This is an optimization exercise on Yosys and OpenROAD, whose aim is a short achievable clock period and few clock cycles, not a production implementation. Where RTL was checked, it was by simulation tests only, not by an equivalence proof against the original. The clock input has no modelled driver; a real chip could not lean on it and would need a root buffer or a full tree. Power figures rest on the tool's default switching activity, not on a simulated workload.

== main ==
==> module mover, before the edit <==
module mover(
    input MOVE_START,
    input[7:0] MOVE_NUM,
    input[31:0] SOURCE_ADDR,
    input[31:0] DEST_ADDR,
    output MOVE_DONE,
    output reg RD_START,
    output reg [31:0] RD_ADDR,
    input[127:0] RD_DATA,
    input RD_DONE,
    output reg WR_START,
    output reg [31:0] WR_ADDR,
    output reg [127:0] WR_DATA,
    input WR_DONE,
    input ACLK,
    input ARESETN
);
    localparam integer CAP = 4;
    localparam integer N   = CAP;
    reg [127:0] mem [0:N-1];
    reg [N-1:0] wsel;           
    reg [N-1:0] rsel;           
    reg [2:0]   cnt;            
    reg         nonempty;       
    reg [2:0]   occ;            
    reg [7:0]   rd_left;        
    reg         rd_left_nz;     
    reg         rd_ok;          
    reg         rd_busy;        
    reg         wr_busy;        
    reg [7:0]   wr_left;        
    reg         wr_last;        
    reg         wr_first;       
    reg         done_r;
    reg [31:4]  rd_addr_q;      
    reg [31:4]  wr_addr_q;      
    assign MOVE_DONE = done_r;
    reg [127:0] head;
    integer i;
    always @(*) begin
        head = 128'd0;
        for (i = 0; i < N; i = i + 1)
            head = head | (mem[i] & {128{rsel[i]}});
    end
    wire rd_go = MOVE_START | (rd_ok & (~rd_busy | RD_DONE));
    wire wr_go = (~wr_busy | WR_DONE) & (nonempty | RD_DONE);
    wire [2:0] occ_nx = occ + {2'd0, rd_go} - {2'd0, wr_go};
    wire [2:0] cnt_nx = cnt + {2'd0, RD_DONE} - {2'd0, wr_go};
    wire [7:0] rd_left_nx = MOVE_START ? MOVE_NUM - 8'd1 : rd_left - {7'd0, rd_go};
    always @(posedge ACLK) begin
        for (i = 0; i < N; i = i + 1)
            if (wsel[i] & RD_DONE) mem[i] <= RD_DATA;
        WR_DATA <= nonempty ? head : RD_DATA;
    end
    always @(posedge ACLK or negedge ARESETN) begin
        if (!ARESETN) begin
            RD_START   <= 1'b0;
            WR_START   <= 1'b0;
            done_r     <= 1'b0;
            wsel       <= {{(N-1){1'b0}}, 1'b1};
            rsel       <= {{(N-1){1'b0}}, 1'b1};
            cnt        <= 3'd0;
            nonempty   <= 1'b0;
            occ        <= 3'd0;
            rd_left    <= 8'd0;
            rd_left_nz <= 1'b0;
            rd_ok      <= 1'b0;
            rd_busy    <= 1'b0;
            wr_busy    <= 1'b0;
            wr_left    <= 8'd0;
            wr_last    <= 1'b0;
            wr_first   <= 1'b0;
            rd_addr_q  <= 28'd0;
            wr_addr_q  <= 28'd0;
        end else begin
            RD_START   <= rd_go;
            WR_START   <= wr_go;
            done_r     <= WR_DONE & wr_last;
            rd_busy    <= rd_go | (rd_busy & ~RD_DONE);
            wr_busy    <= wr_go | (wr_busy & ~WR_DONE);
            occ        <= occ_nx;
            cnt        <= cnt_nx;
            nonempty   <= (cnt_nx != 3'd0);
            rd_left    <= rd_left_nx;
            rd_left_nz <= (rd_left_nx != 8'd0);
            rd_ok      <= rd_left_nz & ((occ < CAP) | wr_go);
            if (MOVE_START) begin
                wr_left <= MOVE_NUM;
                wr_last <= (MOVE_NUM == 8'd1);
            end else if (WR_DONE) begin
                wr_left <= wr_left - 8'd1;
                wr_last <= (wr_left == 8'd2);
            end
            if (RD_DONE) wsel <= {wsel[N-2:0], wsel[N-1]};
            if (wr_go)   rsel <= {rsel[N-2:0], rsel[N-1]};
            if (MOVE_START)
                rd_addr_q <= SOURCE_ADDR[31:4];
            else if (rd_go)
                rd_addr_q <= rd_addr_q + 28'd1;
            if (MOVE_START)
                wr_first <= 1'b1;
            else if (wr_go)
                wr_first <= 1'b0;
            if (MOVE_START)
                wr_addr_q <= DEST_ADDR[31:4];
            else if (wr_go & ~wr_first)
                wr_addr_q <= wr_addr_q + 28'd1;
        end
    end
    always @(posedge ACLK) begin
        if (MOVE_START) begin
            RD_ADDR <= SOURCE_ADDR;
            WR_ADDR <= DEST_ADDR;
        end else begin
            if (rd_go) RD_ADDR[31:4] <= rd_addr_q + 28'd1;
            if (wr_go & ~wr_first) WR_ADDR[31:4] <= wr_addr_q + 28'd1;
        end
    end
endmodule
clock: 5.0 ns
lec_check: 0
cap_margin: 20
core_area: 6 6 234 234
die_area: 0 0 240 240
setup_slack_margin: 3.3
slew_margin: 20
run.sh (not shown) runs the stock make flow with config.mk's settings and CLKGATE_MAP_FILE= SYNTH_SCRIPT=/design/flow/synth_recipe.tcl, a recipe that flattens the netlist after the stock synthesis.
## Diff of input files: the feature branch against main
--- a/flow/design.v
+++ b/flow/design.v
@@ -24,4 +24,5 @@
     reg         nonempty;       
     reg [2:0]   occ;            
+    reg         occ_lt_cap;     
     reg [7:0]   rd_left;        
     reg         rd_left_nz;     
@@ -45,7 +46,26 @@
     wire rd_go = MOVE_START | (rd_ok & (~rd_busy | RD_DONE));
     wire wr_go = (~wr_busy | WR_DONE) & (nonempty | RD_DONE);
-    wire [2:0] occ_nx = occ + {2'd0, rd_go} - {2'd0, wr_go};
-    wire [2:0] cnt_nx = cnt + {2'd0, RD_DONE} - {2'd0, wr_go};
-    wire [7:0] rd_left_nx = MOVE_START ? MOVE_NUM - 8'd1 : rd_left - {7'd0, rd_go};
+    reg [2:0] occ_nx;
+    reg       occ_lt_cap_nx;
+    always @(*) begin
+        case ({rd_go, wr_go})
+            2'b10:   begin occ_nx = occ + 3'd1; occ_lt_cap_nx = (occ < CAP - 1); end
+            2'b01:   begin occ_nx = occ - 3'd1; occ_lt_cap_nx = 1'b1; end
+            default: begin occ_nx = occ;        occ_lt_cap_nx = occ_lt_cap; end
+        endcase
+    end
+    reg [2:0] cnt_nx;
+    reg       nonempty_nx;
+    always @(*) begin
+        case ({RD_DONE, wr_go})
+            2'b10:   begin cnt_nx = cnt + 3'd1; nonempty_nx = 1'b1; end
+            2'b01:   begin cnt_nx = cnt - 3'd1; nonempty_nx = (cnt != 3'd1); end
+            default: begin cnt_nx = cnt;        nonempty_nx = nonempty; end
+        endcase
+    end
+    wire [7:0]  rd_left_m1 = rd_left - 8'd1;
+    wire [7:0]  wr_left_m1 = wr_left - 8'd1;
+    wire [31:4] rd_addr_p1 = rd_addr_q + 28'd1;
+    wire [31:4] wr_addr_p1 = wr_addr_q + 28'd1;
     always @(posedge ACLK) begin
         for (i = 0; i < N; i = i + 1)
@@ -63,4 +83,5 @@
             nonempty   <= 1'b0;
             occ        <= 3'd0;
+            occ_lt_cap <= 1'b1;
             rd_left    <= 8'd0;
             rd_left_nz <= 1'b0;
@@ -80,14 +101,20 @@
             wr_busy    <= wr_go | (wr_busy & ~WR_DONE);
             occ        <= occ_nx;
+            occ_lt_cap <= occ_lt_cap_nx;
             cnt        <= cnt_nx;
-            nonempty   <= (cnt_nx != 3'd0);
-            rd_left    <= rd_left_nx;
-            rd_left_nz <= (rd_left_nx != 8'd0);
-            rd_ok      <= rd_left_nz & ((occ < CAP) | wr_go);
+            nonempty   <= nonempty_nx;
+            if (MOVE_START) begin
+                rd_left    <= MOVE_NUM - 8'd1;
+                rd_left_nz <= (MOVE_NUM != 8'd1);
+            end else if (rd_go) begin
+                rd_left    <= rd_left_m1;
+                rd_left_nz <= (rd_left != 8'd1);
+            end
+            rd_ok      <= rd_left_nz & (occ_lt_cap | wr_go);
             if (MOVE_START) begin
                 wr_left <= MOVE_NUM;
                 wr_last <= (MOVE_NUM == 8'd1);
             end else if (WR_DONE) begin
-                wr_left <= wr_left - 8'd1;
+                wr_left <= wr_left_m1;
                 wr_last <= (wr_left == 8'd2);
             end
@@ -97,5 +124,5 @@
                 rd_addr_q <= SOURCE_ADDR[31:4];
             else if (rd_go)
-                rd_addr_q <= rd_addr_q + 28'd1;
+                rd_addr_q <= rd_addr_p1;
             if (MOVE_START)
                 wr_first <= 1'b1;
@@ -105,5 +132,5 @@
                 wr_addr_q <= DEST_ADDR[31:4];
             else if (wr_go & ~wr_first)
-                wr_addr_q <= wr_addr_q + 28'd1;
+                wr_addr_q <= wr_addr_p1;
         end
     end
@@ -113,6 +140,6 @@
             WR_ADDR <= DEST_ADDR;
         end else begin
-            if (rd_go) RD_ADDR[31:4] <= rd_addr_q + 28'd1;
-            if (wr_go & ~wr_first) WR_ADDR[31:4] <= wr_addr_q + 28'd1;
+            if (rd_go) RD_ADDR[31:4] <= rd_addr_p1;
+            if (wr_go & ~wr_first) WR_ADDR[31:4] <= wr_addr_p1;
         end
     end
## What came out
When the feature branch is set beside main, its switching part of the total turns out to be 1.1 points smaller. The feature branch against main; number of ordinary and repair buffers in the finished layout is down by a few percent. The feature branch ends up with higher global-route usage over all layers than main does. Diff the feature branch and main: total number of vias higher in main. Total length of routed wires for the feature branch is lower than for main. In the metrics for the feature branch and main, the one carrying the lower portion of total power attributed to combinational logic is the feature branch. Re weighted congestion at the end of routability-driven global placement: the feature branch is 0.038 up on main. There was hardly any difference in register area between main and the feature branch.
Testbench counts of the feature branch, summed over its fixed seeds: cycles 78,189.
No functional check of the RTL was part of main.

* * *

north:
mover, a different RTL version from the one above (not shown whole).
Size: about 2100 cells after synthesis, ~400 I/O pins, roughly 30000 sq um of cells after synthesis.
## mover
module mover(
    input MOVE_START,
    input[7:0] MOVE_NUM,
    input[31:0] SOURCE_ADDR,
    input[31:0] DEST_ADDR,
    output MOVE_DONE,
    output reg RD_START,
    output reg [31:0] RD_ADDR,
    input[127:0] RD_DATA,
    input RD_DONE,
    output reg WR_START,
    output reg [31:0] WR_ADDR,
    output reg [127:0] WR_DATA,
    input WR_DONE,
    input ACLK,
    input ARESETN
);
==> module mover, before the edit <==
module mover(
    input MOVE_START,
    input[7:0] MOVE_NUM,
    input[31:0] SOURCE_ADDR,
    input[31:0] DEST_ADDR,
    output MOVE_DONE,
    output reg RD_START,
    output reg [31:0] RD_ADDR,
    input[127:0] RD_DATA,
    input RD_DONE,
    output reg WR_START,
    output reg [31:0] WR_ADDR,
    output reg [127:0] WR_DATA,
    input WR_DONE,
    input ACLK,
    input ARESETN
);
    localparam integer CAP = 4;
    reg [127:0]   mem [0:CAP-1];
    reg [CAP-1:0] wsel;         
    reg [CAP-1:0] rsel;         
    reg [CAP-1:0] cnt;          
    reg [CAP-1:0] occ;          
    reg [7:0]     rd_left;      
    reg           rd_left_nz;   
    reg           rd_ok;        
    reg           rd_busy;      
    reg           wr_busy;      
    reg [7:0]     wr_left;      
    reg           wr_last;      
    reg           wr_done_d;    
    reg           rd_req;       
    reg           wr_req;       
    reg           done_r;
    reg [31:4]    rd_addr_q;    
    reg [31:4]    wr_addr_q;    
    assign MOVE_DONE = done_r;
    reg [127:0] head;
    integer i;
    always @(*) begin
        head = 128'd0;
        for (i = 0; i < CAP; i = i + 1)
            head = head | (mem[i] & {128{rsel[i]}});
    end
    wire nonempty = cnt[0];
    wire full     = cnt[CAP-1];
    wire rd_go = MOVE_START | (rd_ok & (~rd_busy | RD_DONE));
    wire wr_go = (~wr_busy | WR_DONE) & (nonempty | RD_DONE);
    wire [7:0]  wr_left_m1 = wr_left - 8'd1;
    wire [31:4] rd_addr_p1 = rd_addr_q + 28'd1;
    wire [31:4] wr_addr_p1 = wr_addr_q + 28'd1;
    always @(posedge ACLK) begin
        for (i = 0; i < CAP; i = i + 1)
            if (wsel[i] & ~full) mem[i] <= RD_DATA;
        WR_DATA <= nonempty ? head : RD_DATA;
    end
    always @(posedge ACLK or negedge ARESETN) begin
        if (!ARESETN) begin
            RD_START   <= 1'b0;
            WR_START   <= 1'b0;
            done_r     <= 1'b0;
            wsel       <= {{(CAP-1){1'b0}}, 1'b1};
            rsel       <= {{(CAP-1){1'b0}}, 1'b1};
            cnt        <= {CAP{1'b0}};
            occ        <= {CAP{1'b0}};
            rd_left    <= 8'd0;
            rd_left_nz <= 1'b0;
            rd_ok      <= 1'b0;
            rd_busy    <= 1'b0;
            wr_busy    <= 1'b0;
            wr_left    <= 8'd0;
            wr_last    <= 1'b0;
            wr_done_d  <= 1'b0;
            rd_addr_q  <= 28'd0;
            wr_addr_q  <= 28'd0;
        end else begin
            RD_START   <= rd_go;
            WR_START   <= wr_go;
            done_r     <= WR_DONE & wr_last;
            rd_busy    <= rd_go | (rd_busy & ~RD_DONE);
            wr_busy    <= wr_go | (wr_busy & ~WR_DONE);
            if (rd_go & ~wr_go)
                occ <= {occ[CAP-2:0], 1'b1};
            else if (wr_go & ~rd_go)
                occ <= {1'b0, occ[CAP-1:1]};
            if (RD_DONE & ~wr_go)
                cnt <= {cnt[CAP-2:0], 1'b1};
            else if (wr_go & ~RD_DONE)
                cnt <= {1'b0, cnt[CAP-1:1]};
            if (RD_DONE) wsel <= {wsel[CAP-2:0], wsel[CAP-1]};
            if (wr_go)   rsel <= {rsel[CAP-2:0], rsel[CAP-1]};
            if (MOVE_START) begin
                rd_left    <= MOVE_NUM - 8'd1;
                rd_left_nz <= (MOVE_NUM != 8'd1);
            end else if (rd_go) begin
                rd_left    <= rd_left - 8'd1;
                rd_left_nz <= (rd_left != 8'd1);
            end
            rd_ok      <= rd_left_nz & (~occ[CAP-1] | wr_go);
            wr_done_d  <= WR_DONE;
            if (MOVE_START) begin
                wr_left <= MOVE_NUM;
                wr_last <= (MOVE_NUM == 8'd1);
            end else if (wr_done_d) begin
                wr_left <= wr_left_m1;
                wr_last <= (wr_left == 8'd2);
            end
            if (MOVE_START)
                rd_addr_q <= SOURCE_ADDR[31:4];
            else if (rd_req)
                rd_addr_q <= rd_addr_p1;
            if (MOVE_START)
                wr_addr_q <= DEST_ADDR[31:4];
            else if (wr_req)
                wr_addr_q <= wr_addr_p1;
        end
    end
    always @(posedge ACLK) begin
        rd_req <= rd_go;
        wr_req <= wr_go;
    end
    always @(posedge ACLK) begin
        if (MOVE_START) begin
            RD_ADDR <= SOURCE_ADDR;
            WR_ADDR <= DEST_ADDR;
        end else begin
            if (rd_req) RD_ADDR[31:4] <= rd_addr_p1;
            if (wr_req) WR_ADDR[31:4] <= wr_addr_p1;
        end
    end
endmodule
export LEC_CHECK = 0
export CAP_MARGIN = 20
export CORE_AREA = 6 6 254 254
export DIE_AREA = 0 0 260 260
export SETUP_SLACK_MARGIN = 3.3
export SLEW_MARGIN = 20
create_clock -name core_clock -period 5.0 [get_ports {ACLK}]
standard.sh (not shown) runs the stock make flow with config.mk's settings and CLKGATE_MAP_FILE= SYNTH_SCRIPT=/design/flow/synth_recipe.tcl, a recipe that flattens the netlist after the stock synthesis.
==> flow/flow/run.sh <==
#!/bin/bash
# Layout: the standard flow (standard.sh), except that the clock tree is
# built by flow/clocktree.tcl, which ORFS's CTS step sources before its own
# clock_tree_synthesis call (PRE_CTS_TCL) and which stands in for it.
set -euo pipefail
export PRE_CTS_TCL="$PWD/flow/clocktree.tcl"
bash standard.sh finish > standard.log 2>&1
Other scripts of this flow, unchanged in this note and not shown: flow/flow/clocktree.tcl
### north -> south
--- a/flow/design.v
+++ b/flow/design.v
@@ -20,16 +20,15 @@
     reg [CAP-1:0] wsel;         
     reg [CAP-1:0] rsel;         
     reg [CAP-1:0] cnt;          
     reg [CAP-1:0] occ;          
     reg [7:0]     rd_left;      
-    reg           rd_left_nz;   
+    reg           rd_first;     
     reg           rd_ok;        
     reg           rd_busy;      
     reg           wr_busy;      
     reg [7:0]     wr_left;      
-    reg           wr_last;      
     reg           wr_done_d;    
     reg           rd_req;       
     reg           wr_req;       
     reg           done_r;
     reg [31:4]    rd_addr_q;    
@@ -44,13 +43,25 @@
     end
     wire nonempty = cnt[0];
     wire full     = cnt[CAP-1];
     wire rd_go = MOVE_START | (rd_ok & (~rd_busy | RD_DONE));
     wire wr_go = (~wr_busy | WR_DONE) & (nonempty | RD_DONE);
-    wire [7:0]  wr_left_m1 = wr_left - 8'd1;
-    wire [31:4] rd_addr_p1 = rd_addr_q + 28'd1;
-    wire [31:4] wr_addr_p1 = wr_addr_q + 28'd1;
+    function [27:0] inc28(input [27:0] a);
+        integer k;
+        reg c;
+        begin
+            c = 1'b1;
+            for (k = 0; k < 28; k = k + 1) begin
+                inc28[k] = a[k] ^ c;
+                c = c & a[k];
+            end
+        end
+    endfunction
+    wire [31:4] rd_addr_p1 = inc28(rd_addr_q);
+    wire [31:4] wr_addr_p1 = inc28(wr_addr_q);
+    wire rd_more = rd_first ? (rd_left[7:1] != 7'd0) : (rd_left != 8'd0);
+    wire wr_last = (wr_left == 8'd1);
     always @(posedge ACLK) begin
         for (i = 0; i < CAP; i = i + 1)
             if (wsel[i] & ~full) mem[i] <= RD_DATA;
         WR_DATA <= nonempty ? head : RD_DATA;
     end
@@ -62,16 +73,15 @@
             wsel       <= {{(CAP-1){1'b0}}, 1'b1};
             rsel       <= {{(CAP-1){1'b0}}, 1'b1};
             cnt        <= {CAP{1'b0}};
             occ        <= {CAP{1'b0}};
             rd_left    <= 8'd0;
-            rd_left_nz <= 1'b0;
+            rd_first   <= 1'b0;
             rd_ok      <= 1'b0;
             rd_busy    <= 1'b0;
             wr_busy    <= 1'b0;
             wr_left    <= 8'd0;
-            wr_last    <= 1'b0;
             wr_done_d  <= 1'b0;
             rd_addr_q  <= 28'd0;
             wr_addr_q  <= 28'd0;
         end else begin
             RD_START   <= rd_go;
@@ -87,26 +97,21 @@
                 cnt <= {cnt[CAP-2:0], 1'b1};
             else if (wr_go & ~RD_DONE)
                 cnt <= {1'b0, cnt[CAP-1:1]};
             if (RD_DONE) wsel <= {wsel[CAP-2:0], wsel[CAP-1]};
             if (wr_go)   rsel <= {rsel[CAP-2:0], rsel[CAP-1]};
-            if (MOVE_START) begin
-                rd_left    <= MOVE_NUM - 8'd1;
-                rd_left_nz <= (MOVE_NUM != 8'd1);
-            end else if (rd_go) begin
-                rd_left    <= rd_left - 8'd1;
-                rd_left_nz <= (rd_left != 8'd1);
-            end
-            rd_ok      <= rd_left_nz & (~occ[CAP-1] | wr_go);
+            rd_first   <= MOVE_START;
+            if (MOVE_START)
+                rd_left <= MOVE_NUM;
+            else if (rd_go | rd_first)
+                rd_left <= rd_left - 8'd1;
+            rd_ok      <= rd_more & (~occ[CAP-1] | wr_go);
             wr_done_d  <= WR_DONE;
-            if (MOVE_START) begin
+            if (MOVE_START)
                 wr_left <= MOVE_NUM;
-                wr_last <= (MOVE_NUM == 8'd1);
-            end else if (wr_done_d) begin
-                wr_left <= wr_left_m1;
-                wr_last <= (wr_left == 8'd2);
-            end
+            else if (wr_done_d)
+                wr_left <= wr_left - 8'd1;
             if (MOVE_START)
                 rd_addr_q <= SOURCE_ADDR[31:4];
             else if (rd_req)
                 rd_addr_q <= rd_addr_p1;
             if (MOVE_START)
### Flow results
The flow for south finished, though final verification flagged negative setup slack.
Diff north..south | sequential cell count | negligible
From north to south the numbers moved as follows: met2 global-route usage went down 7.0 points, setup slack went down 2940 ps, required time of the critical path went down 20 ps, area growth from synthesis to final layout went down 4.0 points.
Routed wire in south totals less than in north.
Taking north as the reference point, the detailed route wirelength on metal3 of south falls by about 34%.
Synthesized cell count: south and north compared, higher one is north
Side by side, final cell count turned out lower in south than in north.
north -> south: wire length of the first global-routing pass decreased by more than 10%
Compare south and north | number of different library cells in the post-synthesis netlist higher: north
Summary of the comparison: post-route cell area is lower in south, relative to north.
Function was not checked in any run of this note: the RTL went through the layout flow alone. In every run of this note, the design's own scripts or RTL, not TritonCTS, make the clock network.

## separate check: timing with driven ports
The results above use ideal ports. As a check the final layouts listed here were re-extracted and re-timed, cells and wires unchanged. Step 1: set_driving_cell puts a clkbuf_16 on ACLK and a buf_2 on each other input, an assumption about the parent block. Step 2 also shifts input and output timing later by t, the mid clock arrival at the registers, as if the neighbouring blocks saw the same clock. a / b / c = ideal / step 1 / step 2; a / b = the first two.
| run | t, ns | setup WS [ns] | hold slack, ns | slew at the worst register clock pin (ns) | cell pins on the clock port's net |
|---|---|---|---|---|---|
| main | 0.681 | 2.455 / 2.449 / 1.768 | 0.347 / 0.336 / 0.489 | 0.07 / 0.07 | 1 |
| the feature branch | 0.669 | 2.814 / 2.754 / 2.329 | 0.376 / 0.358 / 0.468 | 0.06 / 0.06 | 1 |
| north | 0.510 | 2.783 / 2.852 / 2.481 | 0.507 / 0.480 / 0.507 | 0.12 / 0.12 | 4 |
| south | 0.506 | -0.158 / -0.158 / -0.158 | 0.480 / 0.481 / 0.481 | 0.10 / 0.11 | 4 |
The setup slack of main, which loses most, moves by -0.006 ns with the drivers and by -0.687 ns with both steps.
